This design comes from an exercise in tuning for small area, a short achievable clock period and few clock cycles per item on the open sky130 flow, not from production work. At most, simulation tests tie the RTL to the original design; equivalence was not proved. No functional check of the RTL was part of run 2. No activity file was given, so power comes from the tool's default toggle rates.

<file path="constraint.sdc">
create_clock -name core_clock -period 20.0 [get_ports {i_clk}]
set_input_delay 4.0000 -clock core_clock [delete_from_list [all_inputs] [get_ports {i_clk}]]
set_output_delay 4.0000 -clock core_clock [all_outputs]
set_load 0.01 [all_outputs]
</file>
<file path="flow/pre_dpl.tcl">
# Before detailed placement: give the output ports stronger port buffers and
# stronger flip-flops to drive them (same cells, higher drive strength).
set up {
  sky130_fd_sc_hd__buf_1   sky130_fd_sc_hd__buf_2
  sky130_fd_sc_hd__dfxtp_1 sky130_fd_sc_hd__dfxtp_2
  sky130_fd_sc_hd__dfrtp_1 sky130_fd_sc_hd__dfrtp_2
}
# flip-flops that also drive logic of their own
set up4 {
  sky130_fd_sc_hd__dfxtp_1 sky130_fd_sc_hd__dfxtp_4
  sky130_fd_sc_hd__dfrtp_1 sky130_fd_sc_hd__dfrtp_4
}
proc driver_of {net} {
  foreach pin [get_pins -quiet -of_objects $net] {
    if {[get_property $pin direction] == "output"} { return [get_cells -of_objects $pin] }
  }
  return ""
}
set n 0
foreach port [get_ports *] {
  if {[get_property $port direction] != "output"} continue
  set buf [driver_of [get_nets [get_full_name $port]]]
  if {$buf == ""} continue
  set ref [get_property $buf ref_name]
  if {![dict exists $up $ref]} continue
  replace_cell [get_full_name $buf] [dict get $up $ref]
  incr n
  set ff [driver_of [get_nets -of_objects [get_pins [get_full_name $buf]/A]]]
  if {$ff == ""} continue
  set fref [get_property $ff ref_name]
  set loads [llength [get_pins -quiet -of_objects [get_nets -of_objects [get_pins [get_full_name $buf]/A]]]]
  if {$loads > 3 && [dict exists $up4 $fref]} {
    replace_cell [get_full_name $ff] [dict get $up4 $fref]
    incr n
  } elseif {[dict exists $up $fref]} {
    replace_cell [get_full_name $ff] [dict get $up $fref]
    incr n
  }
}
puts "pre_dpl: resized $n cells"
</file>
<file path="config.mk">
export PLATFORM = sky130hd
export DESIGN_NAME = mini_gpu
export DESIGN_NICKNAME = mini_gpu
export VERILOG_FILES = /design/flow/design.v
export SDC_FILE = /design/flow/constraint.sdc
export NUM_CORES = 4
export LEC_CHECK = 0
export CAP_MARGIN = 20
export CORE_MARGIN = 2
export CORE_UTILIZATION = 50
export SLEW_MARGIN = 20
</file>
<file path="flow/run.sh">
#!/bin/bash
# Standard layout, with plain buffers on the ports, a lighter clock tree, and
# stronger cells on the output paths (flow/pre_dpl.tcl, before detailed
# placement).
set -euo pipefail
bash standard.sh \
  "BUFFER_PORTS_ARGS=-buffer_cell sky130_fd_sc_hd__buf_1" \
  "CTS_ARGS=-sink_clustering_enable -repair_clock_nets -dont_use_dummy_load -buf_list sky130_fd_sc_hd__clkbuf_8 -root_buf sky130_fd_sc_hd__clkbuf_16 -sink_clustering_size 16 -sink_clustering_max_diameter 150" \
  "PRE_DETAIL_PLACE_TCL=$PWD/flow/pre_dpl.tcl" \
  SKIP_REPAIR_TIE_FANOUT=1 \
  finish > standard.log 2>&1
</file>
<file path="standard.sh">
#!/bin/bash
# synth_recipe.tcl (not shown) runs the flow's synth.tcl, then flattens the netlist and writes it again
# the make line also repeats each setting of config.mk as NAME=value (left out here)
make -C /OpenROAD-flow-scripts/flow DESIGN_CONFIG=/design/flow/config.mk WORK_HOME=/design/flow/orfs CLKGATE_MAP_FILE= SYNTH_SCRIPT=/design/flow/synth_recipe.tcl "${@:-finish}"
</file>
<file path="design.v">
`timescale 1ns / 1ps
module input_buffer #(
    parameter N = 15
)(
    input              i_clk,
    input      [7:0]   i_mem_pixel,
    output reg [N*8-1:0] o_taps
);
    always @(posedge i_clk) begin
        o_taps <= {o_taps[(N-1)*8-1:0], i_mem_pixel};
    end
endmodule
`timescale 1ns / 1ps
module image_filter #(
    parameter H = 6
)(
    input                i_clk,
    input                i_nrst,
    input                i_start,          
    input      [1:0]     i_filter_type,    
    input                i_valid,
    input      [(2*H+1)*8-1:0] i_taps,
    output reg           o_wstb,
    output reg           o_wstb_int,       
    output reg           o_wstb_next,      
    output reg [7:0]     o_filtered_pixel
);
    reg ident, sharp, edged, blur;
    always @(posedge i_clk) begin
        if (i_start) begin
            ident <= (i_filter_type == 2'd0);
            sharp <= (i_filter_type == 2'd1);
            edged <= (i_filter_type == 2'd2);
            blur  <= (i_filter_type == 2'd3);
        end
    end
    wire [7:0] p01 = i_taps[(  H+2)*8 +: 8];
    wire [7:0] p20 = i_taps[(2*H  )*8 +: 8];
    wire [7:0] p21 = i_taps[(  H  )*8 +: 8];
    wire [7:0] p22 = i_taps[(    0)*8 +: 8];
    wire [8:0] q  = p20 + p22;
    wire [8:0] r  = p01 + p21;
    reg  [8:0] q1, q2;               
    reg  [9:0]  x1, d1;
    wire [12:0] s2;
    wire [7:0]  c1 = ident ? i_taps[1*8 +: 8] : i_taps[(H+2)*8 +: 8];
    wire [12:0] opa = blur  ? {2'b0, c1, 3'b111} :
                      edged ? {2'b0, c1, 3'b010} :
                      sharp ? {3'b0, c1, 2'b01}  : {5'b0, c1};
    wire [12:0] opb = blur  ? {2'b0, x1, 1'b0} :
                      ident ? 13'd0 : ~{3'b0, x1};
    wire [12:0] ope = blur  ? {3'b0, d1} :
                      edged ? ~{3'b0, d1} :
                      sharp ? {5'b0, c1} : 13'd0;
    wire [12:0] css = opa ^ opb ^ ope;
    wire [12:0] csc = {(opa[11:0] & opb[11:0]) | (opa[11:0] & ope[11:0]) | (opb[11:0] & ope[11:0]), blur};
    assign s2 = css + csc;
    reg  [7:0]  clamped;
    always @(*) begin
        if (blur)
            clamped = s2[12] ? 8'hff : s2[11:4];
        else if (s2[12])
            clamped = 8'h00;
        else if (|s2[11:8])
            clamped = 8'hff;
        else
            clamped = s2[7:0];
    end
    always @(posedge i_clk) begin
        q1 <= q;
        q2 <= q1;
        x1 <= r + q1;
        d1 <= q + q2;
        o_filtered_pixel <= clamped;
    end
    always @(posedge i_clk or negedge i_nrst) begin
        if (!i_nrst) begin
            o_wstb_next <= 1'b0;
            o_wstb      <= 1'b0;
        end else begin
            o_wstb_next <= i_valid;
            o_wstb      <= o_wstb_next;
        end
    end
    always @(posedge i_clk) begin
        o_wstb_int <= o_wstb_next;
    end
endmodule
`timescale 1ns / 1ps
module gpu_arithmetic #(
    parameter PIXEL_WIDTH           = 8,
    parameter H                     = 6
)(
    input                      i_clk,
    input                      i_nrst,
    input   [PIXEL_WIDTH-1:0]  i_mem_pixel,
    input                      i_start,
    input   [1:0]              i_filter_type,
    input                      i_valid,
    output                     o_wstb,
    output                     o_wstb_int,
    output                     o_wstb_next,
    output  [PIXEL_WIDTH-1:0]  o_filtered_pixel
);
    localparam N = 2*H + 1;                  
    wire [N*8-1:0] taps;
    input_buffer #(
        .N                  (N                  )
    ) i_input_buffer (
        .i_clk              (i_clk              ),
        .i_mem_pixel        (i_mem_pixel        ),
        .o_taps             (taps               )
    );
    image_filter #(
        .H                  (H                  )
    ) i_image_filter (
        .i_clk              (i_clk              ),
        .i_nrst             (i_nrst             ),
        .i_start            (i_start            ),
        .i_filter_type      (i_filter_type      ),
        .i_valid            (i_valid            ),
        .i_taps             (taps               ),
        .o_wstb             (o_wstb             ),
        .o_wstb_int         (o_wstb_int         ),
        .o_wstb_next        (o_wstb_next        ),
        .o_filtered_pixel   (o_filtered_pixel   )
    );
endmodule
`timescale 1ns / 1ps
module gpu_controller #(
    parameter ZP_IMAGE_WIDTH        = 34,
    parameter ZP_IMAGE_HEIGHT       = 34,
    parameter H                     = 6
)(
    input               i_clk,
    input               i_nrst,
    input               i_start_pulse,
    input      [1:0]    i_filter_type,
    output     [17:0]   o_mem_addr,
    output reg          o_win_valid,
    input               i_wstb_int,      
    input               i_wstb_next,     
    output reg          o_finish_pulse,
    output     [17:0]   o_filtered_addr
);
    localparam W    = ZP_IMAGE_WIDTH;
    localparam OW   = ZP_IMAGE_WIDTH - 2;
    localparam OH   = ZP_IMAGE_HEIGHT - 2;
    localparam R    = H - 2;                 
    localparam NS   = OH / R;                
    localparam KB   = 3;
    localparam XB   = 6;
    localparam SB   = 3;
    localparam JB   = 2;
    localparam CB   = 5;
    localparam AB   = 11;
    localparam NB   = SB + CB + JB;          
    reg            running;
    reg  [KB-1:0]  k;
    reg  [XB-1:0]  x;
    reg  [SB-1:0]  s;
    reg  [AB-1:0]  addr;
    reg  [NB-1:0]  cnt;
    reg            not_ident;        
    wire [NB-1:0]  cnt_next = cnt + i_wstb_int;
    wire ident   = !not_ident;
    wire k_end   = (k == H-1);
    wire x_end   = (x == W-1);
    wire s_end   = (s == NS-1);
    wire [KB-1:0] k_first = ident ? 2 : 0;
    wire [XB-1:0] x_first = ident ? 2 : 0;
    wire          start_ident = (i_filter_type == 2'd0);
    localparam [AB-1:0] STEP_ROW   = W;
    localparam [AB-1:0] STEP_COL_N = 1 - (H-1)*W;
    localparam [AB-1:0] STEP_COL_I = 1 - (R-1)*W;
    localparam [AB-1:0] STEP_STR_N = -W - (W-1);
    localparam [AB-1:0] STEP_STR_I = W - (OW-1);
    reg [AB-1:0] step;
    always @(*) begin
        if (!k_end)      step = STEP_ROW;
        else if (!x_end) step = ident ? STEP_COL_I : STEP_COL_N;
        else             step = ident ? STEP_STR_I : STEP_STR_N;
    end
    assign o_mem_addr      = {{(18-AB){1'b0}}, addr};
    assign o_filtered_addr = {{(18-NB){1'b0}}, cnt[NB-1 -: SB], cnt[JB-1:0], cnt[JB +: CB]};
    always @(posedge i_clk or negedge i_nrst) begin
        if (!i_nrst) begin
            running        <= 1'b0;
            o_win_valid    <= 1'b0;
            o_finish_pulse <= 1'b0;
        end else begin
            if (i_start_pulse)
                running    <= 1'b1;
            else if (k_end && x_end && s_end)
                running    <= 1'b0;
            o_win_valid    <= running && (k >= 2 && x >= 2);
            o_finish_pulse <= i_wstb_next && (&cnt_next);
        end
    end
    always @(posedge i_clk) begin
        if (i_start_pulse) begin
            not_ident <= (i_filter_type != 2'd0);
            k      <= start_ident ? 2 : 0;
            x      <= start_ident ? 2 : 0;
            s      <= 0;
            addr   <= start_ident ? W + 1 : 0;
            cnt    <= 0;
        end else begin
            addr <= addr + step;
            if (!k_end) begin
                k <= k + 1'b1;
            end else begin
                k <= k_first;
                if (!x_end) begin
                    x <= x + 1'b1;
                end else begin
                    x <= x_first;
                    s <= s + 1'b1;
                end
            end
            cnt <= cnt_next;
        end
    end
endmodule
`timescale 1ns / 1ps
module mini_gpu #(
    parameter PIXEL_WIDTH           = 8,
    parameter ADDR_WIDTH            = 18,
    parameter FILTER_WIDTH          = 2,
    parameter ARRAY_WIDTH           = 4,
    parameter ZP_IMAGE_WIDTH        = 34,
    parameter ZP_IMAGE_HEIGHT       = 34
)(
    input                      i_clk,
    input                      i_nrst,
    input   [PIXEL_WIDTH-1:0]  i_mem_pixel,
    output  [ADDR_WIDTH-1 :0]  o_mem_addr,
    input                      i_start_pulse,
    input   [FILTER_WIDTH-1:0] i_filter_type,
    output                     o_finish_pulse,
    output                     o_filtered_wstb,
    output  [ADDR_WIDTH-1 :0]  o_filtered_addr,
    output  [PIXEL_WIDTH-1:0]  o_filtered_pixel
);
    localparam H = 6;                        
    wire       win_valid;
    wire       wstb_int;
    wire       wstb_next;
    wire       last_write;
    wire [PIXEL_WIDTH-1:0] pixel;
    gpu_controller #(
        .ZP_IMAGE_WIDTH     (ZP_IMAGE_WIDTH     ),
        .ZP_IMAGE_HEIGHT    (ZP_IMAGE_HEIGHT    ),
        .H                  (H                  )
    ) i_gpu_controller (
        .i_clk              (i_clk              ),
        .i_nrst             (i_nrst             ),
        .i_start_pulse      (i_start_pulse      ),
        .i_filter_type      (i_filter_type      ),
        .o_mem_addr         (o_mem_addr         ),
        .o_win_valid        (win_valid          ),
        .i_wstb_int         (wstb_int           ),
        .i_wstb_next        (wstb_next          ),
        .o_finish_pulse     (o_finish_pulse     ),
        .o_filtered_addr    (o_filtered_addr    )
    );
    gpu_arithmetic #(
        .PIXEL_WIDTH        (PIXEL_WIDTH        ),
        .H                  (H                  )
    ) i_gpu_arithmetic (
        .i_clk              (i_clk              ),
        .i_nrst             (i_nrst             ),
        .i_mem_pixel        (i_mem_pixel        ),
        .i_start            (i_start_pulse      ),
        .i_filter_type      (i_filter_type      ),
        .i_valid            (win_valid          ),
        .o_wstb             (o_filtered_wstb    ),
        .o_wstb_int         (wstb_int           ),
        .o_wstb_next        (wstb_next          ),
        .o_filtered_pixel   (o_filtered_pixel   )
    );
endmodule
</file>
==> flow_metrics.py, run 1 <==
metrics = {
    "die": {
        "die_area_sq_mm": 0.0168,
        "start_util": 0.515,
        "core_sq_mm": 0.0153,
        "rows": 45,
        "io_pins": 59,
        "die_w_microns": 130,
        "die_y_microns": 130,
    },
    "timing": {
        "rsz0062_at_grt": "false",
        "fmax_mhz": 204,
        "clock_skew_ns": 0.0334,
        "tns_ns": 0,
        "finalCritPeriodShare": 0.245,
        "post-route-min-period_ns": 4.91,
        "fin_ws_ns": 15.09,
        "worstMarginPinSlew_ns": 0.867,
        "drv_slew": 0,
        "slew_headroom": 0.420,
        "hold_viol_final": 0,
        "setup_viol": 0,
    },
    "route": {
        "drcViolationCount": 0,
        "first_pass_iters": 4,
        "ant_nets": 0,
        "wl_per_cell_microns": 13.9,
        "drt_wl_total_mm": 13.3,
        "drt_iter0_markers": 203,
        "viasPerCell": 5.01,
        "vias": 4824,
    },
    "finish": {
        "multi_input_area_sq_mm": 0.00352,
        "seq_area_sq_mm": 0.00408,
        "syn_to_final_growth_pct": 7.80,
        "fin_nets": 851,
        "final_cell_count_no_fill": 962,
        "fill_cells": 1382,
        "drive_gt1_frac": 0.141,
        "antenna_cells": 0,
    },
    "yosys": {
        "synth_edf_count": 11,
        "synth.most_common_cell": "dfxtp_1",
        "synth_async_sr_flop_share": 0.0258,
        "syn-cell-area_sq_mm": 0.00789,
        "synthDominantCellAreaShare": 0.452,
        "yosysWarnings": 3,
        "synth_seq_cells": 194,
        "synthCells": 718,
        "ys_top_cells_by_area": "dfxtp_1 45%, ha_1 9.7%, fa_1 6.1%, edfxtp_1 4.2%, a21oi_1 3.0%",
        "synthFlopType": "dfxtp_1",
        "synth_area_per_cell_sq_um": 11.0,
        "syn_nets": 816,
        "synth.distinct_cells": 61,
        "netlist_top_cells_count": "178 x dfxtp_1, 61 x ha_1, 56 x nor2_1",
        "synth_top_area_cell": "dfxtp_1",
        "yosysSeqAreaShare": 0.510,
    },
    "cts": {
        "htree_levels": 4,
        "cts_made_buffers": 17,
        "clk_pin_slew_ns": 0.09,
        "cts_root_buffer": "clkbuf_16",
        "cts_resized": 0,
        "hold_buffers": 0,
        "cts_setup_buffers": 0,
        "cts.path.max_buffers": 2,
        "cts_tree": "yes",
        "clkSinkCount": 194,
        "clk_latency_ns": 0.38,
    },
    "power_and_ir_drop": {
        "p_leak_nw": 3.71,
        "p_total_mw": 1.15,
        "peakVddDrop_v": 0.0000654,
        "pwr_density_cell_mw_per_mm2": 135,
    },
    "grt": {
        "grt_overflow": 0,
        "grt_pass1_vias": 4756,
        "track_usage": 0.169,
        "grt_first_pass_wirelength_mm": 22.3,
        "grt_max_degree": 40,
        "grt_antenna_before_repair": 0,
    },
    "place": {
        "place_hpwl_mm": 9.96,
        "gp_congestion": 0.770,
        "place_ws_ns": 14.78,
        "port_buffers": 43,
        "place_inst": 945,
    },
    "run": {
        "drv_cap": 0,
    },
    "worst_setup_path": {
        "worstPathArrival_ns": 0.91,
        "cp_num_buf_inv": 1,
        "crit_fanout": 1,
        "rr_worst_depth": 12,
        "path_cells": "buf_2",
        "endpoint_kind": "output port",
        "slowest_delay_ns": 0.40,
        "worstPathRequired_ns": 16.00,
        "critPathTopFamily": "flip-flops",
        "worstSetupPathDepth": 1,
        "critPathSlowestCell": "dfrtp_2",
        "critical_path_class": "reg -> out",
        "cp-start-kind": "flip-flop",
    },
    "run_status": {
        "status": "complete, no violations",
    },
    "min_path": {
        "holdPathStages": 0,
        "hp-class": "reg -> reg",
    },
}
state kept, by name, indices dropped and copies added, names as in the netlist, 3 cells and up:
register / cells
i_gpu_controller.cnt: 10
i_gpu_controller.x: 6
i_gpu_controller.k: 3
i_gpu_controller.addr: 11
i_gpu_arithmetic.i_image_filter.q1: 9
i_gpu_arithmetic.i_image_filter.d1: 10
i_gpu_arithmetic.i_input_buffer.o_taps: 104
i_gpu_controller.s: 3
i_gpu_arithmetic.i_image_filter.x1: 10
i_gpu_arithmetic.i_image_filter.o_filtered_pixel: 8
i_gpu_arithmetic.i_image_filter.q2: 9
final cells by class:
cell class / instances / share of cell area
Clock buffer: 17 / 0.0288
Inverter: 48 / 0.0212
Multi-Input combinational cell: 447 / 0.413
Sequential cell: 194 / 0.480
Tap cell: 211 / 0.0310
Timing Repair Buffer: 45 / 0.0253
layout by cell type (no fill, tap or decap), drive strengths merged, types with 9 or more instances in the layout:
| cell type | count |
|---|---|
| inv | 48 |
| o21ai | 35 |
| nor3 | 12 |
| xnor2 | 24 |
| nand2 | 37 |
| mux2i | 14 |
| buf | 45 |
| clkbuf | 17 |
| nor2 | 57 |
| ha | 61 |
| edfxtp | 11 |
| nand3 | 15 |
| fa | 24 |
| a21o | 9 |
| xor2 | 25 |
| a21oi | 49 |
| dfxtp | 178 |
report_power, final:
group	total, mW	internal [mW]	switching, mW
sequential	0.476	0.448	0.0279
combinational	0.481	0.202	0.279
clock	0.192	0.0807	0.111
cell families (layout without fill, tap and decap cells):
| kind of cell | count (synthesis) | count (layout) | share of synthesized area |
|---|---|---|---|
| compound gates | 138 | 138 | 0.116 |
| simple gates | 155 | 155 | 0.0926 |
| buf+inv | 77 | 110 | 0.0447 |
| fa+ha+maj | 85 | 85 | 0.158 |
| mux | 19 | 19 | 0.0249 |
| other cells | 1 | 1 | 0.000475 |
| xor+xnor | 49 | 49 | 0.0544 |
| flops | 194 | 194 | 0.510 |
worst paths after layout:
| kind | start | end | slack (ns) |
|---|---|---|---|
| setup / recovery | i_gpu_controller.o_finish_pulse | o_finish_pulse | 15.09 |
| hold / removal | i_gpu_arithmetic.i_input_buffer.o_taps[81] | i_gpu_arithmetic.i_input_buffer.o_taps[89] | 0.30 |
| setup reg to reg | i_gpu_arithmetic.i_image_filter.ident | i_gpu_arithmetic.i_image_filter.o_filtered_pixel[0] | 15.51 |
| hold reg to reg | i_gpu_arithmetic.i_input_buffer.o_taps[81] | i_gpu_arithmetic.i_input_buffer.o_taps[89] | 0.30 |
| max in group asynchronous | i_nrst | i_gpu_arithmetic.i_image_filter.o_wstb | 16.29 |
| min in group asynchronous | i_nrst | i_gpu_controller.o_finish_pulse | 3.46 |
routing by layer:
layer	vias to the layer above	track usage	wire, microns
met5	-	0	0
met1	2276	0.228	6740
met4	0	0.0474	123
li1	2477	-	-
met2	59	0.271	6080
met3	12	0.0434	383
metrics by stage:
stage,instance area (sq um),utilization,hold slack [ns]
after floorplan,7890,-,0.310
after global routing,8500,0.555,0.298
after detailed placement,8260,0.539,0.312
after global placement,8160,0.533,0.310
final,8500,0.555,0.296
after CTS,8500,0.555,0.293
Testbench counts, summed over its fixed seeds: cycles 35,616, frames 24.
==> run 2, diff against run 1 <==
--- a/design.v
+++ b/design.v
@@ -160,3 +160,2 @@
     reg  [XB-1:0]  x;
-    reg  [SB-1:0]  s;
     reg  [AB-1:0]  addr;
@@ -168,3 +167,5 @@
     wire x_end   = (x == W-1);
-    wire s_end   = (s == NS-1);
+    localparam [AB-1:0] LAST_N = W*ZP_IMAGE_HEIGHT - 1;
+    localparam [AB-1:0] LAST_I = (ZP_IMAGE_HEIGHT-2)*W + W-2;
+    wire last_read = (addr == (ident ? LAST_I : LAST_N));
     wire [KB-1:0] k_first = ident ? 2 : 0;
@@ -193,3 +194,3 @@
                 running    <= 1'b1;
-            else if (k_end && x_end && s_end)
+            else if (last_read)
                 running    <= 1'b0;
@@ -204,3 +205,2 @@
             x      <= start_ident ? 2 : 0;
-            s      <= 0;
             addr   <= start_ident ? W + 1 : 0;
@@ -217,3 +217,2 @@
                     x <= x_first;
-                    s <= s + 1'b1;
                 end
--- a/flow/pre_dpl.tcl
+++ b/flow/pre_dpl.tcl
@@ -6,7 +6,2 @@
   sky130_fd_sc_hd__dfrtp_1 sky130_fd_sc_hd__dfrtp_2
-}
-# flip-flops that also drive logic of their own
-set up4 {
-  sky130_fd_sc_hd__dfxtp_1 sky130_fd_sc_hd__dfxtp_4
-  sky130_fd_sc_hd__dfrtp_1 sky130_fd_sc_hd__dfrtp_4
 }
@@ -30,7 +25,3 @@
   set fref [get_property $ff ref_name]
-  set loads [llength [get_pins -quiet -of_objects [get_nets -of_objects [get_pins [get_full_name $buf]/A]]]]
-  if {$loads > 3 && [dict exists $up4 $fref]} {
-    replace_cell [get_full_name $ff] [dict get $up4 $fref]
-    incr n
-  } elseif {[dict exists $up $fref]} {
+  if {[dict exists $up $fref]} {
     replace_cell [get_full_name $ff] [dict get $up $fref]
==> flow_metrics.py, run 2 <==
metrics = {
    "run_status": {
        "status": "complete, no violations",
    },
    "route": {
        "wl_per_cell_microns": 13.7,
        "drt_iter0_markers": 259,
        "first_pass_iters": 4,
        "ant_nets": 0,
        "viasPerCell": 5.08,
        "drcViolationCount": 0,
        "drt_wl_total_mm": 13.3,
        "vias": 4922,
    },
    "yosys": {
        "synth_mux_area_frac": 0.0210,
        "synth_compound_area_frac": 0.116,
        "synth_area_per_cell_sq_um": 10.8,
        "syn_nets": 824,
        "synth_edf_count": 11,
        "synth_top_area_cell": "dfxtp_1",
        "yosys.area_share.simple": 0.100,
        "synthDominantCellAreaShare": 0.445,
        "synthCells": 728,
        "ys_top_cells_by_area": "dfxtp_1 44%, ha_1 9.4%, fa_1 6.1%, edfxtp_1 4.2%, a21oi_1 2.8%",
        "yosysWarnings": 3,
        "synth_seq_cells": 191,
        "syn-cell-area_sq_mm": 0.00788,
        "synth.distinct_cells": 65,
        "yosysSeqAreaShare": 0.503,
        "yosys.area_share.adder": 0.155,
        "synth.most_common_cell": "dfxtp_1",
        "synth_async_sr_flop_share": 0.0262,
        "synthFlopType": "dfxtp_1",
        "netlist_top_cells_count": "175 x dfxtp_1, 59 x ha_1, 58 x nor2_1",
        "synth_top_family_by_area": "adder cells",
        "synth-xor-area-share": 0.0554,
    },
    "cts": {
        "cts_made_buffers": 17,
        "htree_levels": 4,
        "cts_resized": 0,
        "cts_root_buffer": "clkbuf_16",
        "hold_buffers": 0,
        "cts_setup_buffers": 0,
        "cts_tree": "yes",
        "clkSinkCount": 191,
        "clk_latency_ns": 0.39,
        "cts.path.max_buffers": 2,
        "clk_pin_slew_ns": 0.10,
    },
    "worst_setup_path": {
        "worstPathArrival_ns": 0.93,
        "slowest_delay_ns": 0.39,
        "cp_num_buf_inv": 1,
        "cp-start-kind": "flip-flop",
        "critical_path_class": "reg -> out",
        "critPathSlowestCell": "dfxtp_2",
        "crit_fanout": 6,
        "endpoint_kind": "output port",
        "critPathTopFamily": "flip-flops",
        "path_cells": "buf_2",
        "worstPathRequired_ns": 16.00,
    },
    "die": {
        "die_y_microns": 130,
        "start_util": 0.514,
        "io_pins": 59,
        "rows": 45,
        "die_area_sq_mm": 0.0168,
        "die_w_microns": 130,
        "core_sq_mm": 0.0153,
    },
    "run": {
        "drv_cap": 0,
    },
    "timing": {
        "rsz0062_at_grt": "false",
        "tns_ns": 0,
        "slew_headroom": 0.405,
        "drv_slew": 0,
        "whs_ns": 0.307,
        "hold_viol_final": 0,
        "setup_viol": 0,
        "post-route-min-period_ns": 4.93,
        "clock_skew_ns": 0.0457,
        "worstMarginPinSlew_ns": 0.892,
        "fmax_mhz": 203,
        "finalCritPeriodShare": 0.246,
    },
    "finish": {
        "largest_reg_flops": 104,
        "final_cell_mix": "146 x dfxtp_1, 59 x ha_1, 58 x nor2_1",
        "syn_to_final_growth_pct": 7.01,
        "fill_cells": 1360,
        "reg.largest.list": "i_gpu_arithmetic.i_input_buffer.o_taps x104, i_gpu_controller.addr x11",
        "antenna_cells": 0,
        "regMostFlops": "i_gpu_arithmetic.i_input_buffer.o_taps",
        "fin_nets": 856,
        "final_cell_count_no_fill": 969,
        "layout_commonest_cell": "dfxtp_1",
        "drive_gt1_frac": 0.133,
    },
    "place": {
        "gp_congestion": 0.838,
        "place_hpwl_mm": 10.1,
        "place_inst": 952,
        "port_buffers": 43,
    },
    "power_and_ir_drop": {
        "switchingPower_mw": 0.417,
        "p_int_mw": 0.732,
        "swShare": 0.363,
        "pwr-share-clk": 0.164,
        "comb_power_share": 0.425,
        "seq_power_share": 0.410,
        "p_leak_nw": 3.68,
        "pwr_density_cell_mw_per_mm2": 136,
        "peakVddDrop_v": 0.0000548,
        "p_total_mw": 1.15,
    },
    "grt": {
        "track_usage": 0.173,
        "grt_first_pass_wirelength_mm": 23.0,
        "grt_max_degree": 37,
        "grt_pass1_vias": 5088,
        "grt_overflow": 0,
        "grt_antenna_before_repair": 0,
    },
    "min_path": {
        "hp-class": "reg -> reg",
    },
}
-- run 2: cell types whose count changed after synthesis, sizes merged, moves of 3 or more --
cell    before  now
dfxtp      178  175
nand2b       5    9
nand2       37   40
a21oi       49   46
buf         17   21
nor4         1    4
o21ai       35   38
-- run 2: worst paths after layout --
check	startpoint	endpoint	slack (ns)	cells after the start
min in group asynchronous	i_nrst	i_gpu_controller.o_win_valid	3.45	1
min reg2reg	i_gpu_arithmetic.i_input_buffer.o_taps[92]	i_gpu_arithmetic.i_input_buffer.o_taps[100]	0.31	0
max in group asynchronous	i_nrst	i_gpu_arithmetic.i_image_filter.o_wstb	16.32	1
max	i_gpu_controller.cnt[4]	o_filtered_addr[2]	15.07	1
max reg2reg	i_gpu_arithmetic.i_image_filter.blur	i_gpu_arithmetic.i_image_filter.o_filtered_pixel[4]	15.41	13
min	i_gpu_arithmetic.i_input_buffer.o_taps[92]	i_gpu_arithmetic.i_input_buffer.o_taps[100]	0.31	0
-- run 2: cell type report --
type / count / area (sq um) / area share
multi-input cells: 456 / 3520 / 0.418
flip-flops and latches: 191 / 4000 / 0.474
inverters: 50 / 188 / 0.0223
clock buffers: 17 / 245 / 0.0291
well taps: 211 / 264 / 0.0313
repair buffers: 44 / 208 / 0.0246
-- run 2: cells by family (layout without fill, tap and decap cells) --
logic type | Yosys count | after routing
xor gates and xnor gates | 49 | 49
buffers and inverters | 81 | 111
DFF | 191 | 191
muxes | 16 | 16
adders and majority gates | 83 | 83
and+or+nand+nor | 164 | 164
other | 1 | 1
AOI/OAI and AO/OA | 143 | 143
-- run 2: layer usage --
layer,GRT usage,part of all wire,up-vias
met5,0,0,-
met4,0.0531,0.012,0
met3,0.0434,0.037,12
met2,0.295,0.48,91
met1,0.218,0.47,2313
li1,-,-,2506
-- run 2: power groups by stage --
stage               logic [mW]  registers, mW  clock network [mW]
global route             0.557          0.479               0.212
global placement         0.479          0.477                   0
floorplan                0.403          0.475                   0
CTS                      0.493          0.472               0.196
finish                   0.489          0.471               0.189
detailed placement       0.490          0.480                   0
-- run 2: per-stage QoR --
stage | cell area, sq um | utilization | worst slack [ns]
6_report | 8430 | 0.550 | 15.07
5_1_grt | 8430 | 0.550 | 15.02
4_1_cts | 8430 | 0.550 | 15.05
3_5_place_dp | 8180 | 0.534 | 14.84
3_3_place_gp | 8100 | 0.529 | 14.87
2_1_floorplan | 7880 | - | 15.15
==> run 3, diff against run 2 <==
--- a/design.v
+++ b/design.v
@@ -23,3 +23,2 @@
     output reg           o_wstb,
-    output reg           o_wstb_int,       
     output reg           o_wstb_next,      
@@ -84,5 +83,2 @@
     end
-    always @(posedge i_clk) begin
-        o_wstb_int <= o_wstb_next;
-    end
 endmodule
@@ -100,3 +96,2 @@
     output                     o_wstb,
-    output                     o_wstb_int,
     output                     o_wstb_next,
@@ -123,3 +118,2 @@
         .o_wstb             (o_wstb             ),
-        .o_wstb_int         (o_wstb_int         ),
         .o_wstb_next        (o_wstb_next        ),
@@ -140,3 +134,2 @@
     output reg          o_win_valid,
-    input               i_wstb_int,      
     input               i_wstb_next,     
@@ -163,3 +156,3 @@
     reg            not_ident;        
-    wire [NB-1:0]  cnt_next = cnt + i_wstb_int;
+    wire [NB-1:0]  cnt_next = cnt + i_wstb_next;
     wire ident   = !not_ident;
@@ -206,3 +199,3 @@
             addr   <= start_ident ? W + 1 : 0;
-            cnt    <= 0;
+            cnt    <= {NB{1'b1}};
         end else begin
@@ -245,3 +238,2 @@
     wire       win_valid;
-    wire       wstb_int;
     wire       wstb_next;
@@ -260,3 +252,2 @@
         .o_win_valid        (win_valid          ),
-        .i_wstb_int         (wstb_int           ),
         .i_wstb_next        (wstb_next          ),
@@ -276,3 +267,2 @@
         .o_wstb             (o_filtered_wstb    ),
-        .o_wstb_int         (wstb_int           ),
         .o_wstb_next        (wstb_next          ),
--- a/flow/pre_dpl.tcl
+++ b/flow/pre_dpl.tcl
@@ -6,2 +6,7 @@
   sky130_fd_sc_hd__dfrtp_1 sky130_fd_sc_hd__dfrtp_2
+}
+# flip-flops that also drive logic of their own
+set up4 {
+  sky130_fd_sc_hd__dfxtp_1 sky130_fd_sc_hd__dfxtp_4
+  sky130_fd_sc_hd__dfrtp_1 sky130_fd_sc_hd__dfrtp_4
 }
@@ -25,3 +30,7 @@
   set fref [get_property $ff ref_name]
-  if {[dict exists $up $fref]} {
+  set loads [llength [get_pins -quiet -of_objects [get_nets -of_objects [get_pins [get_full_name $buf]/A]]]]
+  if {$loads > 3 && [dict exists $up4 $fref]} {
+    replace_cell [get_full_name $ff] [dict get $up4 $fref]
+    incr n
+  } elseif {[dict exists $up $fref]} {
     replace_cell [get_full_name $ff] [dict get $up $fref]
==> flow_metrics.py, run 3 <==
metrics = {
    "run_status": {
        "status": "complete, no violations",
    },
    "worst_setup_path": {
        "critPathTopFamily": "flip-flops",
        "timing.rr.start": "i_gpu_arithmetic.i_image_filter.ident",
        "endpoint_kind": "output port",
        "critPathSlowestCell": "dfrtp_2",
        "r2r_setup_slack_ns": 15.33,
        "r2r-end": "i_gpu_arithmetic.i_image_filter.o_filtered_pixel[3]",
        "crit_fanout": 1,
        "path_cells": "buf_2",
        "cp_num_buf_inv": 1,
        "rr_worst_depth": 14,
        "worstPathRequired_ns": 16.00,
        "critical_path_class": "reg -> out",
        "worstPathArrival_ns": 0.90,
        "worstSetupPathDepth": 1,
        "cp-startpoint": "i_gpu_controller.o_finish_pulse",
        "cp-start-kind": "flip-flop",
        "slowest_delay_ns": 0.39,
    },
    "yosys": {
        "ys_top_cells_by_area": "dfxtp_1 45%, ha_1 9.6%, fa_1 6.2%, edfxtp_1 4.3%, a21oi_1 3.2%",
        "synth.distinct_cells": 56,
        "syn_nets": 800,
        "synthDominantCellAreaShare": 0.452,
        "synth_area_per_cell_sq_um": 10.9,
        "syn-cell-area_sq_mm": 0.00770,
        "netlist_top_cells_count": "174 x dfxtp_1, 59 x ha_1, 49 x a21oi_1",
        "synth.most_common_cell": "dfxtp_1",
        "yosysSeqAreaShare": 0.511,
        "synthCells": 704,
        "synth_seq_cells": 190,
        "synthFlopType": "dfxtp_1",
        "synth_async_sr_flop_share": 0.0263,
        "yosysWarnings": 3,
        "synth_top_area_cell": "dfxtp_1",
        "synth_edf_count": 11,
    },
    "min_path": {
        "holdPathStages": 0,
        "holdPathEnd": "i_gpu_arithmetic.i_input_buffer.o_taps[80]",
        "worstHoldStart": "i_gpu_arithmetic.i_input_buffer.o_taps[72]",
        "hp-class": "reg -> reg",
    },
    "route": {
        "drt_wl_total_mm": 12.8,
        "vias": 4769,
        "drt_iter0_markers": 202,
        "viasPerCell": 5.16,
        "first_pass_iters": 5,
        "ant_nets": 0,
        "wl_per_cell_microns": 13.8,
        "drcViolationCount": 0,
    },
    "finish": {
        "fin_util": 0.550,
        "antenna_cells": 0,
        "largest_reg_flops": 104,
        "reg.largest.list": "i_gpu_arithmetic.i_input_buffer.o_taps x104, i_gpu_controller.addr x11",
        "fin_nets": 835,
        "regMostFlops": "i_gpu_arithmetic.i_input_buffer.o_taps",
        "syn_to_final_growth_pct": 8.02,
        "drive_gt1_frac": 0.126,
        "postLayoutCellArea_sq_mm": 0.00832,
        "fill_cells": 1345,
        "final_cell_mix": "145 x dfxtp_1, 59 x ha_1, 49 x a21oi_1",
        "layout_commonest_cell": "dfxtp_1",
    },
    "timing": {
        "whs_ns": 0.310,
        "setup_viol": 0,
        "post-route-min-period_ns": 4.90,
        "drv_slew": 0,
        "hold_viol_final": 0,
        "tns_ns": 0,
        "slew_headroom": 0.446,
        "rsz0062_at_grt": "false",
        "fmax_mhz": 204,
        "worstMarginPinSlew_ns": 0.828,
        "clock_skew_ns": 0.0353,
        "finalCritPeriodShare": 0.245,
    },
    "power_and_ir_drop": {
        "pwr_density_cell_mw_per_mm2": 139,
        "peakVddDrop_v": 0.0000669,
        "p_int_mw": 0.749,
        "swShare": 0.354,
        "comb_power_share": 0.412,
        "switchingPower_mw": 0.410,
        "p_leak_nw": 3.60,
        "pwr-share-clk": 0.162,
        "p_total_mw": 1.16,
        "seq_power_share": 0.426,
    },
    "cts": {
        "cts_root_buffer": "clkbuf_16",
        "clkSinkCount": 190,
        "cts_setup_buffers": 0,
        "htree_levels": 4,
        "cts_tree": "yes",
        "clk_latency_ns": 0.38,
        "cts_resized": 0,
        "clk_pin_slew_ns": 0.10,
        "hold_buffers": 0,
        "cts.path.max_buffers": 2,
        "cts_made_buffers": 17,
    },
    "die": {
        "io_pins": 59,
        "core_sq_mm": 0.0151,
        "die_w_microns": 128,
        "die_y_microns": 128,
        "start_util": 0.509,
        "die_area_sq_mm": 0.0164,
        "rows": 45,
    },
    "grt": {
        "grt_antenna_before_repair": 0,
        "grt_max_degree": 37,
        "track_usage": 0.166,
        "grt_overflow": 0,
        "grt_first_pass_wirelength_mm": 21.5,
        "grt_pass1_vias": 4655,
    },
    "run": {
        "drv_cap": 0,
    },
    "place": {
        "place_area_sq_mm": 0.00808,
        "place_hpwl_mm": 9.63,
        "port_buffers": 43,
        "gp_congestion": 0.849,
    },
}
run 3: final cells by class:
cell class | count | area (sq um) | area share
clock buffers | 17 | 245 | 0.0295
inverters | 44 | 165 | 0.0198
multi-input cells | 441 | 3430 | 0.413
flip-flops and latches | 190 | 4030 | 0.484
well taps | 188 | 235 | 0.0283
repair buffers | 45 | 215 | 0.0259
run 3: how the worst max path moves through the flow:
stage,end,slack [ns]
finish,o_finish_pulse,15.10
floorplan,i_gpu_controller.x[0],15.19
global route,i_gpu_arithmetic.i_image_filter.o_filtered_pixel[0],15.05
CTS,o_finish_pulse,15.07
detailed placement,i_gpu_controller.x[2],14.84
global placement,i_gpu_controller.x[2],14.89
run 3: stage by stage:
| stage | setup WS, ns | std cells |
|---|---|---|
| finish | 15.10 | 925 |
| global route | 15.05 | 925 |
| CTS | 15.07 | 925 |
| detailed placement | 14.84 | 908 |
| global placement | 14.89 | 908 |
| floorplan | 15.19 | 704 |
run 3: routing by layer:
metal / global-route usage / vias up / share of wire
li1: - / 2445 / -
met4: 0.0504 / 0 / 0.0089
met2: 0.256 / 64 / 0.45
met1: 0.228 / 2249 / 0.50
met5: 0 / - / 0
met3: 0.0480 / 11 / 0.034
run 3: cells by family (layout without fill, tap and decap cells):
logic type	Yosys count	after routing	synth area share
other cells	1	1	0.000487
fa+ha+maj	83	83	0.158
simple gates	148	148	0.0922
mux	17	17	0.0229
compound gates	144	144	0.117
xor+xnor	48	48	0.0546
buf+inv	73	106	0.0430
flops	190	190	0.511
run 3: power groups by stage:
stage	Combinational (mW)	Sequential [mW]	Clock (mW)
after floorplan	0.370	0.494	0
after global placement	0.466	0.493	0
after global routing	0.542	0.502	0.211
final	0.478	0.494	0.187
after detailed placement	0.479	0.502	0
after CTS	0.481	0.494	0.197
Testbench counts of run 3, summed over its fixed seeds: cycles 35,616, frames 24.
==> run 4, diff against run 3 <==
--- a/flow/run.sh
+++ b/flow/run.sh
@@ -7,3 +7,3 @@
   "BUFFER_PORTS_ARGS=-buffer_cell sky130_fd_sc_hd__buf_1" \
-  "CTS_ARGS=-sink_clustering_enable -repair_clock_nets -dont_use_dummy_load -buf_list sky130_fd_sc_hd__clkbuf_8 -root_buf sky130_fd_sc_hd__clkbuf_16 -sink_clustering_size 16 -sink_clustering_max_diameter 150" \
+  "CTS_ARGS=-sink_clustering_enable -repair_clock_nets -dont_use_dummy_load -buf_list sky130_fd_sc_hd__clkbuf_8 -root_buf sky130_fd_sc_hd__clkbuf_16 -sink_clustering_size 20 -sink_clustering_max_diameter 100" \
   "PRE_DETAIL_PLACE_TCL=$PWD/flow/pre_dpl.tcl" \
==> flow_metrics.py, run 4 <==
metrics = {
    "worst_setup_path": {
        "cp_num_buf_inv": 1,
        "critPathTopFamily": "flip-flops",
        "timing.rr.start": "i_gpu_arithmetic.i_image_filter.ident",
        "slowest_delay_ns": 0.39,
        "worstSetupPathDepth": 1,
        "rr_worst_depth": 14,
        "worstPathArrival_ns": 0.90,
        "endpoint_kind": "output port",
        "worstPathRequired_ns": 16.00,
        "path_cells": "buf_2",
        "cp-start-kind": "flip-flop",
        "critPathSlowestCell": "dfrtp_2",
        "r2r_setup_slack_ns": 15.33,
        "critical_path_class": "reg -> out",
        "crit_fanout": 1,
        "r2r-end": "i_gpu_arithmetic.i_image_filter.o_filtered_pixel[3]",
    },
    "min_path": {
        "hp-class": "reg -> reg",
        "holdPathStages": 0,
        "holdPathEnd": "i_gpu_arithmetic.i_input_buffer.o_taps[80]",
        "worstHoldStart": "i_gpu_arithmetic.i_input_buffer.o_taps[72]",
    },
    "yosys": {
        "syn_nets": 800,
        "yosysWarnings": 3,
        "ys_top_cells_by_area": "dfxtp_1 45%, ha_1 9.6%, fa_1 6.2%, edfxtp_1 4.3%, a21oi_1 3.2%",
        "synth_async_sr_flop_share": 0.0263,
        "synth_top_area_cell": "dfxtp_1",
        "synthFlopType": "dfxtp_1",
        "syn-cell-area_sq_mm": 0.00770,
        "yosysSeqAreaShare": 0.511,
        "synth_edf_count": 11,
        "synth_area_per_cell_sq_um": 10.9,
        "synth.distinct_cells": 56,
        "synth.most_common_cell": "dfxtp_1",
        "netlist_top_cells_count": "174 x dfxtp_1, 59 x ha_1, 49 x a21oi_1",
        "synthDominantCellAreaShare": 0.452,
        "synth_seq_cells": 190,
        "synthCells": 704,
    },
    "die": {
        "die_area_sq_mm": 0.0164,
        "die_w_microns": 128,
        "io_pins": 59,
        "die_y_microns": 128,
        "start_util": 0.509,
        "rows": 45,
        "core_sq_mm": 0.0151,
    },
    "route": {
        "drt_wl_total_mm": 12.8,
        "drcViolationCount": 0,
        "wl_per_cell_microns": 13.8,
        "vias": 4769,
        "viasPerCell": 5.16,
        "first_pass_iters": 5,
        "ant_nets": 0,
        "drt_iter0_markers": 202,
    },
    "finish": {
        "multi_input_area_sq_mm": 0.00343,
        "regMostFlops": "i_gpu_arithmetic.i_input_buffer.o_taps",
        "syn_to_final_growth_pct": 8.02,
        "drive_gt1_frac": 0.126,
        "seq_area_sq_mm": 0.00403,
        "largest_reg_flops": 104,
        "fill_cells": 1345,
        "fin_util": 0.550,
        "fin_nets": 835,
        "reg.largest.list": "i_gpu_arithmetic.i_input_buffer.o_taps x104, i_gpu_controller.addr x11",
        "layout_commonest_cell": "dfxtp_1",
        "postLayoutCellArea_sq_mm": 0.00832,
        "antenna_cells": 0,
        "final_cell_mix": "145 x dfxtp_1, 59 x ha_1, 49 x a21oi_1",
    },
    "timing": {
        "post-route-min-period_ns": 4.90,
        "hold_viol_final": 0,
        "rsz0062_at_grt": "false",
        "drv_slew": 0,
        "slew_headroom": 0.446,
        "tns_ns": 0,
        "setup_viol": 0,
        "clock_skew_ns": 0.0353,
        "fmax_mhz": 204,
        "whs_ns": 0.310,
        "finalCritPeriodShare": 0.245,
        "worstMarginPinSlew_ns": 0.828,
    },
    "power_and_ir_drop": {
        "pwr_density_cell_mw_per_mm2": 139,
        "p_leak_nw": 3.60,
        "peakVddDrop_v": 0.0000669,
    },
    "grt": {
        "grt_pass1_vias": 4655,
        "grt_antenna_before_repair": 0,
        "grt_overflow": 0,
        "grt_max_degree": 37,
        "grt_first_pass_wirelength_mm": 21.5,
        "track_usage": 0.166,
    },
    "run_status": {
        "status": "complete, no violations",
    },
    "cts": {
        "cts.path.max_buffers": 2,
        "hold_buffers": 0,
        "cts_resized": 0,
        "cts_root_buffer": "clkbuf_16",
        "cts_made_buffers": 17,
        "cts_setup_buffers": 0,
        "htree_levels": 4,
        "clkSinkCount": 190,
        "clk_latency_ns": 0.38,
        "clk_pin_slew_ns": 0.10,
        "cts_tree": "yes",
    },
    "place": {
        "place_hpwl_mm": 9.63,
        "place_area_sq_mm": 0.00808,
        "gp_congestion": 0.849,
        "port_buffers": 43,
    },
    "run": {
        "drv_cap": 0,
    },
}
run 4: cell counts after synthesis:
Identical to the previous run, type by type.
run 4: stage by stage:
stage	power, mW	cells	worst slack [ns]
final	1.16	925	15.10
after global routing	1.25	925	15.05
after CTS	1.17	925	15.07
after detailed placement	0.981	908	14.84
after global placement	0.960	908	14.89
after floorplan	0.864	704	15.19
run 4: worst max path at each step:
stage / startpoint / to / slack (ns)
after floorplan: i_start_pulse / i_gpu_controller.x[0] / 15.19
after global placement: i_start_pulse / i_gpu_controller.x[2] / 14.89
after detailed placement: i_start_pulse / i_gpu_controller.x[2] / 14.84
after CTS: i_gpu_controller.o_finish_pulse / o_finish_pulse / 15.07
after global routing: i_gpu_arithmetic.i_image_filter.ident / i_gpu_arithmetic.i_image_filter.o_filtered_pixel[0] / 15.05
final: i_gpu_controller.o_finish_pulse / o_finish_pulse / 15.10
run 4: kinds of logic (layout without fill, tap and decap cells):
logic type / after synthesis / in the layout / synth area share
DFF: 190 / 190 / 0.511
and+or+nand+nor: 148 / 148 / 0.0922
AOI/OAI and AO/OA: 144 / 144 / 0.117
adders and majority gates: 83 / 83 / 0.158
buffers and inverters: 73 / 106 / 0.0430
xor gates and xnor gates: 48 / 48 / 0.0546
muxes: 17 / 17 / 0.0229
other: 1 / 1 / 0.000487
run 4: power breakdown:
group / internal, mW / total (mW) / leakage, nW / switching [mW]
Sequential: 0.454 / 0.494 / 1.63 / 0.0396
Combinational: 0.214 / 0.478 / 1.84 / 0.263
Clock: 0.0805 / 0.187 / 0.127 / 0.107
run 4: per-layer routing:
metal,vias up,global-route usage,part of all wire
met3,11,0.0480,0.034
met4,0,0.0504,0.0089
li1,2445,-,-
met2,64,0.256,0.45
met1,2249,0.228,0.50
met5,-,0,0
run 4: area by class of cell:
cell class | instances | share of cell area
inverter | 44 | 0.0198
clock buffer | 17 | 0.0295
multi-input combinational | 441 | 0.413
sequential | 190 | 0.484
tap | 188 | 0.0283
timing repair buffer | 45 | 0.0259
==> run 5, diff against run 4 <==
--- a/flow/run.sh
+++ b/flow/run.sh
@@ -7,3 +7,3 @@
   "BUFFER_PORTS_ARGS=-buffer_cell sky130_fd_sc_hd__buf_1" \
-  "CTS_ARGS=-sink_clustering_enable -repair_clock_nets -dont_use_dummy_load -buf_list sky130_fd_sc_hd__clkbuf_8 -root_buf sky130_fd_sc_hd__clkbuf_16 -sink_clustering_size 20 -sink_clustering_max_diameter 100" \
+  "CTS_ARGS=-sink_clustering_enable -repair_clock_nets -dont_use_dummy_load -buf_list sky130_fd_sc_hd__clkbuf_8 -root_buf sky130_fd_sc_hd__clkbuf_16 -sink_clustering_size 16 -sink_clustering_max_diameter 80" \
   "PRE_DETAIL_PLACE_TCL=$PWD/flow/pre_dpl.tcl" \
==> flow_metrics.py, run 5 <==
metrics = {
    "run_status": {
        "status": "complete, no violations",
    },
    "route": {
        "wl_per_cell_microns": 13.8,
        "vias": 4769,
        "drcViolationCount": 0,
        "viasPerCell": 5.16,
        "ant_nets": 0,
        "drt_wl_total_mm": 12.8,
        "first_pass_iters": 5,
        "drt_iter0_markers": 202,
    },
    "yosys": {
        "ys_top_cells_by_area": "dfxtp_1 45%, ha_1 9.6%, fa_1 6.2%, edfxtp_1 4.3%, a21oi_1 3.2%",
        "synth_area_per_cell_sq_um": 10.9,
        "syn_nets": 800,
        "synth.most_common_cell": "dfxtp_1",
        "synthCells": 704,
        "synth_top_area_cell": "dfxtp_1",
        "synthFlopType": "dfxtp_1",
        "synth.distinct_cells": 56,
        "synth_seq_cells": 190,
        "yosysWarnings": 3,
        "netlist_top_cells_count": "174 x dfxtp_1, 59 x ha_1, 49 x a21oi_1",
        "synth_edf_count": 11,
        "syn-cell-area_sq_mm": 0.00770,
        "synth_async_sr_flop_share": 0.0263,
        "yosysSeqAreaShare": 0.511,
        "synthDominantCellAreaShare": 0.452,
    },
    "finish": {
        "drive_gt1_frac": 0.126,
        "fin_nets": 835,
        "regMostFlops": "i_gpu_arithmetic.i_input_buffer.o_taps",
        "layout_commonest_cell": "dfxtp_1",
        "antenna_cells": 0,
        "final_cell_mix": "145 x dfxtp_1, 59 x ha_1, 49 x a21oi_1",
        "reg.largest.list": "i_gpu_arithmetic.i_input_buffer.o_taps x104, i_gpu_controller.addr x11",
        "postLayoutCellArea_sq_mm": 0.00832,
        "syn_to_final_growth_pct": 8.02,
        "largest_reg_flops": 104,
    },
    "timing": {
        "slew_headroom": 0.446,
        "worstMarginPinSlew_ns": 0.828,
        "rsz0062_at_grt": "false",
        "hold_viol_final": 0,
        "post-route-min-period_ns": 4.90,
        "finalCritPeriodShare": 0.245,
        "whs_ns": 0.310,
        "setup_viol": 0,
        "drv_slew": 0,
        "tns_ns": 0,
        "clock_skew_ns": 0.0353,
        "fmax_mhz": 204,
    },
    "worst_setup_path": {
        "critPathTopFamily": "flip-flops",
        "rr_worst_depth": 14,
        "worstSetupPathDepth": 1,
        "critical_path_class": "reg -> out",
        "critPathSlowestCell": "dfrtp_2",
        "path_cells": "buf_2",
        "endpoint_kind": "output port",
        "crit_fanout": 1,
        "slowest_delay_ns": 0.39,
        "cp_num_buf_inv": 1,
        "worstPathRequired_ns": 16.00,
        "worstPathArrival_ns": 0.90,
        "cp-start-kind": "flip-flop",
    },
    "cts": {
        "cts_resized": 0,
        "clkSinkCount": 190,
        "clk_latency_ns": 0.38,
        "cts.path.max_buffers": 2,
        "hold_buffers": 0,
        "cts_tree": "yes",
        "clk_pin_slew_ns": 0.10,
        "cts_root_buffer": "clkbuf_16",
        "cts_setup_buffers": 0,
        "cts_made_buffers": 17,
        "htree_levels": 4,
    },
    "grt": {
        "grt_first_pass_wirelength_mm": 21.5,
        "grt_antenna_before_repair": 0,
        "grt_max_degree": 37,
        "grt_pass1_vias": 4655,
        "grt_overflow": 0,
        "track_usage": 0.166,
    },
    "place": {
        "gp_congestion": 0.849,
        "place_area_sq_mm": 0.00808,
        "port_buffers": 43,
        "place_hpwl_mm": 9.63,
    },
    "min_path": {
        "hp-class": "reg -> reg",
        "holdPathStages": 0,
    },
    "die": {
        "start_util": 0.509,
        "rows": 45,
        "die_area_sq_mm": 0.0164,
        "io_pins": 59,
        "core_sq_mm": 0.0151,
        "die_w_microns": 128,
        "die_y_microns": 128,
    },
    "power_and_ir_drop": {
        "p_leak_nw": 3.60,
        "peakVddDrop_v": 0.0000669,
        "pwr_density_cell_mw_per_mm2": 139,
    },
    "run": {
        "drv_cap": 0,
    },
}
run 5: cell counts in the layout (fill, tap and decap cells not counted):
No cell type changed its count.
run 5: metrics by stage:
stage                     cells  utilization  setup slack [ns]  power (mW)
after floorplan             704            -             15.19       0.864
after global placement      908        0.525             14.89       0.960
after detailed placement    908        0.533             14.84       0.981
after CTS                   925        0.550             15.07        1.17
after global routing        925        0.550             15.05        1.25
final                       925        0.550             15.10        1.16
run 5: cell families after synthesis:
| family | share of synthesized area |
|---|---|
| other | 0.000487 |
| multiplexers | 0.0229 |
| AND/OR/NAND/NOR | 0.0922 |
| adder cells (fa/ha/maj) | 0.158 |
| AO/OA/AOI/OAI | 0.117 |
| buffers and inverters | 0.0430 |
| XOR/XNOR | 0.0546 |
| flip-flops | 0.511 |
run 5: metal layers:
layer  up-vias  global-route usage  share of wire
met5         -                   0              0
met4         0              0.0504         0.0089
met3        11              0.0480          0.034
met2        64               0.256           0.45
met1      2249               0.228           0.50
li1       2445                   -              -
run 5: worst register-to-register path, delay by kind of cell, from the launching register on:
family                     cells  cell delay [ns]
DFF                            1             0.80
xor gates and xnor gates       1             0.17
buffers and inverters          1             0.04
AOI/OAI and AO/OA              6             1.30
and+or+nand+nor                2             0.74
adders and majority gates      3             1.21
muxes                          1             0.29
run 5: path summary, 6_finish.rpt:
| check | slack [ns] | endpoint | startpoint |
|---|---|---|---|
| max reg2reg | 15.33 | i_gpu_arithmetic.i_image_filter.o_filtered_pixel[3] | i_gpu_arithmetic.i_image_filter.ident |
| max in group asynchronous | 16.29 | i_gpu_controller.o_finish_pulse | i_nrst |
| min | 0.31 | i_gpu_arithmetic.i_input_buffer.o_taps[80] | i_gpu_arithmetic.i_input_buffer.o_taps[72] |
| min reg2reg | 0.31 | i_gpu_arithmetic.i_input_buffer.o_taps[80] | i_gpu_arithmetic.i_input_buffer.o_taps[72] |
| max | 15.10 | o_finish_pulse | i_gpu_controller.o_finish_pulse |
| min in group asynchronous | 3.47 | i_gpu_arithmetic.i_image_filter.o_wstb_next | i_nrst |
run 5: area by class of cell:
class                           instances  area [sq um]
Multi-Input combinational cell        441          3430
Fill cell                            1345          6820
Inverter                               44           165
Clock buffer                           17           245
Sequential cell                       190          4030
Timing Repair Buffer                   45           215
Tap cell                              188           235
run 5: where the power goes:
group | switching [mW] | leakage [nW] | internal, mW
combinational | 0.263 | 1.84 | 0.214
clock | 0.107 | 0.127 | 0.0805
sequential | 0.0396 | 1.63 | 0.454
total | 0.410 | 3.60 | 0.749
==> run 6, diff against run 5 <==
--- a/design.v
+++ b/design.v
@@ -17,9 +17,5 @@
     input                i_clk,
-    input                i_nrst,
     input                i_start,          
     input      [1:0]     i_filter_type,    
-    input                i_valid,
     input      [(2*H+1)*8-1:0] i_taps,
-    output reg           o_wstb,
-    output reg           o_wstb_next,      
     output reg [7:0]     o_filtered_pixel
@@ -74,11 +70,2 @@
     end
-    always @(posedge i_clk or negedge i_nrst) begin
-        if (!i_nrst) begin
-            o_wstb_next <= 1'b0;
-            o_wstb      <= 1'b0;
-        end else begin
-            o_wstb_next <= i_valid;
-            o_wstb      <= o_wstb_next;
-        end
-    end
 endmodule
@@ -90,3 +77,2 @@
     input                      i_clk,
-    input                      i_nrst,
     input   [PIXEL_WIDTH-1:0]  i_mem_pixel,
@@ -94,5 +80,2 @@
     input   [1:0]              i_filter_type,
-    input                      i_valid,
-    output                     o_wstb,
-    output                     o_wstb_next,
     output  [PIXEL_WIDTH-1:0]  o_filtered_pixel
@@ -112,9 +95,5 @@
         .i_clk              (i_clk              ),
-        .i_nrst             (i_nrst             ),
         .i_start            (i_start            ),
         .i_filter_type      (i_filter_type      ),
-        .i_valid            (i_valid            ),
         .i_taps             (taps               ),
-        .o_wstb             (o_wstb             ),
-        .o_wstb_next        (o_wstb_next        ),
         .o_filtered_pixel   (o_filtered_pixel   )
@@ -133,4 +112,3 @@
     output     [17:0]   o_mem_addr,
-    output reg          o_win_valid,
-    input               i_wstb_next,     
+    output reg          o_wstb,
     output reg          o_finish_pulse,
@@ -140,28 +118,37 @@
     localparam OW   = ZP_IMAGE_WIDTH - 2;
-    localparam OH   = ZP_IMAGE_HEIGHT - 2;
     localparam R    = H - 2;                 
-    localparam NS   = OH / R;                
-    localparam KB   = 3;
-    localparam XB   = 6;
-    localparam SB   = 3;
-    localparam JB   = 2;
-    localparam CB   = 5;
-    localparam AB   = 11;
-    localparam NB   = SB + CB + JB;          
-    reg            running;
-    reg  [KB-1:0]  k;
-    reg  [XB-1:0]  x;
+    localparam AB   = 11;                    
+    reg  [2:0]     kl;
+    reg  [5:0]     xl;
+    reg  [2:0]     s;
     reg  [AB-1:0]  addr;
-    reg  [NB-1:0]  cnt;
     reg            not_ident;        
-    wire [NB-1:0]  cnt_next = cnt + i_wstb_next;
+    reg            active;           
     wire ident   = !not_ident;
-    wire k_end   = (k == H-1);
-    wire x_end   = (x == W-1);
-    localparam [AB-1:0] LAST_N = W*ZP_IMAGE_HEIGHT - 1;
-    localparam [AB-1:0] LAST_I = (ZP_IMAGE_HEIGHT-2)*W + W-2;
-    wire last_read = (addr == (ident ? LAST_I : LAST_N));
-    wire [KB-1:0] k_first = ident ? 2 : 0;
-    wire [XB-1:0] x_first = ident ? 2 : 0;
-    wire          start_ident = (i_filter_type == 2'd0);
+    wire       kl_end   = (kl == R-1);           
+    wire       xl_end   = (xl == OW-1);          
+    wire [2:0] kl_first = ident ? 3'd0 : 3'd6;   
+    wire [5:0] xl_first = ident ? 6'd0 : 6'd62;  
+    reg  [2:0] kl_next;
+    reg  [5:0] xl_next;
+    reg  [2:0] s_next;
+    always @(*) begin
+        kl_next = kl + 1'b1;
+        xl_next = xl;
+        s_next  = s;
+        if (kl_end) begin
+            kl_next = kl_first;
+            xl_next = xl + 1'b1;
+            if (xl_end) begin
+                xl_next = xl_first;
+                s_next  = s + 1'b1;
+            end
+        end
+    end
+    wire last       = (s == 3'd7) && xl_end && kl_end;    
+    wire last_next  = !i_start_pulse && (s_next == 3'd7) && (xl_next == OW-1) && (kl_next == R-1);
+    wire write_next = !i_start_pulse && !kl_next[2] && !xl_next[5];
+    wire active_next = i_start_pulse || (active && !last);
+    wire rk_end = (kl == 3'd0);
+    wire rx_end = xl_end;
     localparam [AB-1:0] STEP_ROW   = W;
@@ -173,20 +160,18 @@
     always @(*) begin
-        if (!k_end)      step = STEP_ROW;
-        else if (!x_end) step = ident ? STEP_COL_I : STEP_COL_N;
-        else             step = ident ? STEP_STR_I : STEP_STR_N;
-    end
+        if (!rk_end)      step = STEP_ROW;
+        else if (!rx_end) step = ident ? STEP_COL_I : STEP_COL_N;
+        else              step = ident ? STEP_STR_I : STEP_STR_N;
+    end
+    wire start_ident = (i_filter_type == 2'd0);
     assign o_mem_addr      = {{(18-AB){1'b0}}, addr};
-    assign o_filtered_addr = {{(18-NB){1'b0}}, cnt[NB-1 -: SB], cnt[JB-1:0], cnt[JB +: CB]};
+    assign o_filtered_addr = {8'd0, s, kl[1:0], xl[4:0]};
     always @(posedge i_clk or negedge i_nrst) begin
         if (!i_nrst) begin
-            running        <= 1'b0;
-            o_win_valid    <= 1'b0;
+            active         <= 1'b0;
+            o_wstb         <= 1'b0;
             o_finish_pulse <= 1'b0;
         end else begin
-            if (i_start_pulse)
-                running    <= 1'b1;
-            else if (last_read)
-                running    <= 1'b0;
-            o_win_valid    <= running && (k >= 2 && x >= 2);
-            o_finish_pulse <= i_wstb_next && (&cnt_next);
+            active         <= active_next;
+            o_wstb         <= active_next && write_next;
+            o_finish_pulse <= active_next && last_next;
         end
@@ -195,20 +180,12 @@
         if (i_start_pulse) begin
-            not_ident <= (i_filter_type != 2'd0);
-            k      <= start_ident ? 2 : 0;
-            x      <= start_ident ? 2 : 0;
-            addr   <= start_ident ? W + 1 : 0;
-            cnt    <= {NB{1'b1}};
+            not_ident <= !start_ident;
+            kl        <= 3'd1;
+            xl        <= start_ident ? 6'd63 : 6'd61;
+            s         <= 3'd0;
+            addr      <= start_ident ? W + 1 : 0;
         end else begin
-            addr <= addr + step;
-            if (!k_end) begin
-                k <= k + 1'b1;
-            end else begin
-                k <= k_first;
-                if (!x_end) begin
-                    x <= x + 1'b1;
-                end else begin
-                    x <= x_first;
-                end
-            end
-            cnt <= cnt_next;
+            kl        <= kl_next;
+            xl        <= xl_next;
+            s         <= s_next;
+            addr      <= addr + step;
         end
@@ -237,6 +214,2 @@
     localparam H = 6;                        
-    wire       win_valid;
-    wire       wstb_next;
-    wire       last_write;
-    wire [PIXEL_WIDTH-1:0] pixel;
     gpu_controller #(
@@ -251,4 +224,3 @@
         .o_mem_addr         (o_mem_addr         ),
-        .o_win_valid        (win_valid          ),
-        .i_wstb_next        (wstb_next          ),
+        .o_wstb             (o_filtered_wstb    ),
         .o_finish_pulse     (o_finish_pulse     ),
@@ -261,3 +233,2 @@
         .i_clk              (i_clk              ),
-        .i_nrst             (i_nrst             ),
         .i_mem_pixel        (i_mem_pixel        ),
@@ -265,5 +236,2 @@
         .i_filter_type      (i_filter_type      ),
-        .i_valid            (win_valid          ),
-        .o_wstb             (o_filtered_wstb    ),
-        .o_wstb_next        (wstb_next          ),
         .o_filtered_pixel   (o_filtered_pixel   )
--- a/flow/run.sh
+++ b/flow/run.sh
@@ -7,3 +7,3 @@
   "BUFFER_PORTS_ARGS=-buffer_cell sky130_fd_sc_hd__buf_1" \
-  "CTS_ARGS=-sink_clustering_enable -repair_clock_nets -dont_use_dummy_load -buf_list sky130_fd_sc_hd__clkbuf_8 -root_buf sky130_fd_sc_hd__clkbuf_16 -sink_clustering_size 16 -sink_clustering_max_diameter 80" \
+  "CTS_ARGS=-sink_clustering_enable -repair_clock_nets -dont_use_dummy_load -buf_list sky130_fd_sc_hd__clkbuf_8 -root_buf sky130_fd_sc_hd__clkbuf_16 -sink_clustering_size 16 -sink_clustering_max_diameter 150" \
   "PRE_DETAIL_PLACE_TCL=$PWD/flow/pre_dpl.tcl" \
--- a/flow/pre_dpl.tcl
+++ b/flow/pre_dpl.tcl
@@ -3,3 +3,3 @@
 set up {
-  sky130_fd_sc_hd__buf_1   sky130_fd_sc_hd__buf_2
+  sky130_fd_sc_hd__buf_1   sky130_fd_sc_hd__buf_4
   sky130_fd_sc_hd__dfxtp_1 sky130_fd_sc_hd__dfxtp_2
==> flow_metrics.py, run 6 <==
metrics = {
    "route": {
        "first_pass_iters": 4,
        "viasPerCell": 5.14,
        "vias": 4599,
        "wl_per_cell_microns": 14.2,
        "ant_nets": 0,
        "drt_wl_total_mm": 12.7,
        "drt_iter0_markers": 171,
    },
    "finish": {
        "fin_nets": 806,
        "multi_input_area_sq_mm": 0.00328,
        "antenna_cells": 0,
        "drive_gt1_frac": 0.142,
        "syn_to_final_growth_pct": 8.33,
        "seq_area_sq_mm": 0.00375,
        "postLayoutCellArea_sq_mm": 0.00797,
    },
    "cts": {
        "cts_root_buffer": "clkbuf_16",
        "htree_levels": 4,
        "cts_made_buffers": 17,
        "cts_setup_buffers": 0,
        "cts.path.max_buffers": 2,
        "clkSinkCount": 181,
        "clk_latency_ns": 0.38,
        "hold_buffers": 0,
        "cts_tree": "yes",
    },
    "place": {
        "place_hpwl_mm": 9.66,
        "place_area_sq_mm": 0.00773,
        "port_buffers": 43,
    },
    "worst_setup_path": {
        "cp_num_buf_inv": 1,
        "endpoint_kind": "output port",
        "critPathTopFamily": "flip-flops",
        "crit_fanout": 1,
        "worstPathRequired_ns": 16.00,
        "slowest_delay_ns": 0.41,
        "worstPathArrival_ns": 0.94,
        "critical_path_class": "reg -> out",
        "critPathSlowestCell": "dfrtp_2",
        "cp-start-kind": "flip-flop",
    },
    "grt": {
        "grt_pass1_vias": 4679,
        "grt_antenna_before_repair": 0,
        "grt_overflow": 0,
        "grt_first_pass_wirelength_mm": 21.6,
    },
    "min_path": {
        "worstHoldStart": "i_gpu_arithmetic.i_input_buffer.o_taps[33]",
        "hp-class": "reg -> reg",
        "holdPathStages": 0,
        "holdPathEnd": "i_gpu_arithmetic.i_input_buffer.o_taps[41]",
    },
    "timing": {
        "setup_viol": 0,
        "worstMarginPinSlew_ns": 0.825,
        "fmax_mhz": 202,
        "hold_viol_final": 0,
        "finalCritPeriodShare": 0.247,
        "drv_slew": 0,
        "tns_ns": 0,
    },
    "die": {
        "die_w_microns": 125,
        "die_area_sq_mm": 0.0157,
        "die_y_microns": 125,
        "start_util": 0.508,
        "core_sq_mm": 0.0145,
        "io_pins": 59,
    },
    "power_and_ir_drop": {
        "pwr_density_cell_mw_per_mm2": 144,
    },
    "run": {
        "drv_cap": 0,
    },
    "yosys": {
        "synth_area_per_cell_sq_um": 10.8,
        "synthFlopType": "dfxtp_1",
        "synth_seq_cells": 181,
        "synth_top_area_cell": "dfxtp_1",
        "synthCells": 684,
        "synth_async_sr_flop_share": 0.0166,
        "syn_nets": 777,
        "synthDominantCellAreaShare": 0.471,
        "netlist_top_cells_count": "173 x dfxtp_1, 56 x ha_1, 54 x a21oi_1",
        "synth.most_common_cell": "dfxtp_1",
        "synth.distinct_cells": 57,
    },
    "run_status": {
        "status": "complete, no violations",
    },
}
==> run 6: layout make-up <==
cell class / instances / share of cell area
Clock buffer: 17 / 0.0308
Inverter: 46 / 0.0217
Multi-Input combinational cell: 422 / 0.411
Sequential cell: 181 / 0.471
Tap cell: 184 / 0.0289
Timing Repair Buffer: 45 / 0.0367
==> run 6: worst max path at each step <==
| stage | startpoint | end | slack (ns) | depth (start not counted) |
|---|---|---|---|---|
| 4_1_cts | i_gpu_controller.o_finish_pulse | o_finish_pulse | 15.04 | 1 |
| 2_1_floorplan | i_gpu_controller.xl[0] | o_filtered_addr[0] | 15.50 | 1 |
| 3_5_place_dp | i_start_pulse | i_gpu_controller.o_finish_pulse | 15.14 | 5 |
| 5_1_grt | i_gpu_controller.o_finish_pulse | o_finish_pulse | 15.02 | 1 |
| 6_report | i_gpu_controller.o_finish_pulse | o_finish_pulse | 15.06 | 1 |
| 3_3_place_gp | i_start_pulse | i_gpu_controller.o_finish_pulse | 15.21 | 5 |
==> run 6: kinds of logic (layout without fill, tap and decap cells) <==
| logic type | after synthesis | in the layout | share of synthesized area |
|---|---|---|---|
| flops | 181 | 181 | 0.501 |
| other cells | 1 | 1 | 0.000510 |
| simple gates | 139 | 139 | 0.0901 |
| compound gates | 146 | 146 | 0.123 |
| buf+inv | 81 | 108 | 0.0536 |
| fa+ha+maj | 80 | 80 | 0.161 |
| xor+xnor | 38 | 38 | 0.0452 |
| mux | 18 | 18 | 0.0253 |
==> run 6: where the power goes <==
part | switching (mW) | internal (mW) | leakage, nW
Sequential | 0.0304 | 0.426 | 1.54
Clock | 0.103 | 0.0804 | 0.127
Combinational | 0.287 | 0.225 | 1.85
Total | 0.420 | 0.732 | 3.52
==> run 6: routing by layer <==
metal | part of all wire | vias to the layer above | GRT usage
met4 | 0.013 | 0 | 0.0575
met5 | 0 | - | 0
met3 | 0.036 | 14 | 0.0462
met2 | 0.48 | 73 | 0.289
met1 | 0.47 | 2163 | 0.216
li1 | - | 2349 | -
==> run 6: per-stage QoR <==
| stage | power (mW) | cells | worst slack, ns | hold WS [ns] | util |
|---|---|---|---|---|---|
| 2_1_floorplan | 0.857 | 684 | 15.50 | 0.310 | - |
| 3_3_place_gp | 0.945 | 878 | 15.21 | 0.310 | 0.521 |
| 3_5_place_dp | 0.977 | 878 | 15.14 | 0.312 | 0.534 |
| 4_1_cts | 1.17 | 895 | 15.04 | 0.317 | 0.551 |
| 5_1_grt | 1.25 | 895 | 15.02 | 0.330 | 0.551 |
| 6_report | 1.15 | 895 | 15.06 | 0.317 | 0.551 |
Testbench counts of run 6, summed over its fixed seeds: cycles 35,616, frames 24.

Re-timed with assumed drivers on the ports (clkbuf_16 on the clock, buf_2 on other inputs), run 6 has 15.018 ns of setup slack against 15.058 ns with ideal ports, and 15.134 ns once port delays also move by the mid clock arrival of 0.405 ns.
